What follows belongs to an exercise in optimizing a design on an open flow for small area and a short achievable clock period; a production flow would make more cautious choices. Only simulation tests tie the RTL to the original design; equivalence was not proved. Power is estimated from default activity; no workload was simulated.

==> flow/design.v (excerpt) <==
module riscv_ppu (
    input             clk,
    input             reset,
    output [31:0]     imem_addr,
    input  [31:0]     imem_data,
    output            dmem_en,
    output            dmem_rw,
    output            dmem_se,
    output [1:0]      dmem_size,
    output [31:0]     dmem_addr,
    output [31:0]     dmem_wdata,
    input  [31:0]     dmem_rdata
);
clock: 9.0 ns
lec_check: 0
abc_clock_period_in_ps: 3000
cap_margin: 20
core_margin: 2
core_utilization: 40
cts_cluster_diameter: 100
cts_cluster_size: 22
place_density: 0.6
slew_margin: 20
synth_hierarchical: 1
standard.sh (not shown) runs the stock make flow with config.mk's settings and CLKGATE_MAP_FILE= SYNTH_SCRIPT=/design/flow/synth_recipe.tcl, a recipe that flattens the netlist after the stock synthesis.
==> flow/flow/run.sh <==
#!/bin/bash
# Own layout flow: the standard ORFS flow (standard.sh, with the standard
# synthesis unchanged) with two resizer settings changed:
#  - ports buffered with buf_2 instead of the default delay-cell buffer.
# The clock period and I/O constraints are the design's (constraint.sdc is
# not touched). The flow's output goes to standard_flow.log; ORFS writes each
# step's log under orfs/logs/.
set -euo pipefail
MARGIN=5.7
bash standard.sh SETUP_SLACK_MARGIN=$MARGIN \
    "BUFFER_PORTS_ARGS=-buffer_cell sky130_fd_sc_hd__buf_2" \
    finish > standard_flow.log 2>&1
The first run completed with no timing, DRC or antenna violations.
Rerun with:
- CTS_CLUSTER_SIZE: 22 -> 24
Effect:
- The changed run finished clean
- core utilization stays flat
- worst setup slack improved by 71 ps
- non-clock buffer count is higher by 4
- final cell count barely changes
- total power is about the same
- fmax is higher by 2.1%
- die area does not change
Rerun with:
--- a/flow/flow/run.sh
+++ b/flow/flow/run.sh
@@ -9 +9 @@
-MARGIN=5.7
+MARGIN=5.9
- CTS_CLUSTER_SIZE: 24 -> 20
What happened: The new run finished with timing, DRC and antenna clean. Total power came out higher by 3.3%. Clock-buffer cell count came out higher by 17. Sequential power hardly moves. Global-route usage grows by 1.3 points. Final area came out higher by 3.2%. Core utilization climbs by 1.5 points. Wire length grows by 3.8%.
Rerun with:
--- a/flow/flow/run.sh
+++ b/flow/flow/run.sh
@@ -9 +9 @@
-MARGIN=5.9
+MARGIN=5.5
- CTS_CLUSTER_SIZE: 20 -> 24
Result:
- via count goes down by 3.5%
- first-iteration DRC count fell by 1.9%
- clock skew went down by 17 ps
- total power falls by 5.2%
- setup slack gets worse by 230 ps
- global-route usage is lower by 0.74 points
- wire length came out lower by 2.4%


riscv_ppu, a different RTL version from the one above (not shown whole).
For scale: roughly 4700 cells after synthesis, about 170 I/O pins.
export LEC_CHECK = 0
export ABC_CLOCK_PERIOD_IN_PS = 3000
export CAP_MARGIN = 20
export CORE_MARGIN = 2
export CORE_UTILIZATION = 40
export CTS_CLUSTER_DIAMETER = 100
export CTS_CLUSTER_SIZE = 20
export PLACE_DENSITY = 0.6
export SLEW_MARGIN = 20
export SYNTH_HIERARCHICAL = 1
create_clock -name core_clock -period 9.0 [get_ports {clk}]
==> flow/flow/run.sh <==
#!/bin/bash
# Own layout flow: the standard ORFS flow (standard.sh, with the standard
# synthesis unchanged) with two resizer settings changed:
#  - ports buffered with buf_2 instead of the default delay-cell buffer.
# The clock period and I/O constraints are the design's (constraint.sdc is
# not touched). The flow's output goes to standard_flow.log; ORFS writes each
# step's log under orfs/logs/.
set -euo pipefail
MARGIN=5.5
bash standard.sh SETUP_SLACK_MARGIN=$MARGIN \
    "BUFFER_PORTS_ARGS=-buffer_cell sky130_fd_sc_hd__buf_2" \
    finish > standard_flow.log 2>&1
The baseline produced a clean layout.
Then changed:
--- a/flow/flow/run.sh
+++ b/flow/flow/run.sh
@@ -7,5 +7,5 @@
 # step's log under orfs/logs/.
 set -euo pipefail
-MARGIN=5.5
+MARGIN=6.0
 bash standard.sh SETUP_SLACK_MARGIN=$MARGIN \
     "BUFFER_PORTS_ARGS=-buffer_cell sky130_fd_sc_hd__buf_2" \
=> Worst setup slack improves by 0.091 ns; non-clock buffer count goes up by 307; power goes up by a few percent; wire length goes up by a few percent; clock skew stays flat; final area goes up by a little under a tenth; clock-buffer cell count goes down by 1; critical path depth goes up by 3.

==> what the ideal ports hide <==
The results above use ideal ports. As a check the final layouts listed here were re-extracted and re-timed, cells and wires unchanged.
Step 1: set_driving_cell puts a clkbuf_16 on clk and a buf_2 on each other input, an assumption about the parent block.
Step 2 adds t to the input delays and takes it off the output delays; t is the mean of the earliest and latest rising clock arrival at the registers after step 1. Input paths then give back, and output paths get back, about the clock's delay inside the block.
a / b / c = ideal ports / drivers / drivers and shift; a / b = the first two.
| run | shift t [ns] | slack for setup (ns) | worst setup path after step 2 |
|---|---|---|---|
| the first run of note 1 | 0.797 | 5.461 / 5.461 / 4.883 | input to register |
| the second run of note 1 | 0.806 | 5.532 / 5.532 / 4.985 | input to register |
| the third run of note 1 | 0.807 | 5.537 / 5.537 / 5.089 | input to register |
| the fourth run of note 1 | 0.791 | 5.312 / 5.312 / 5.074 | input to register |
| the first run of note 2 | 0.788 | 5.036 / 5.036 / 5.036 | register to register |
| the second run of note 2 | 0.776 | 5.127 / 5.127 / 5.127 | register to register |
After both steps every run listed still meets setup and hold. The setup slack of the first run of note 1, which loses most, moves by 0.000 ns with the drivers and by -0.578 ns with both steps.
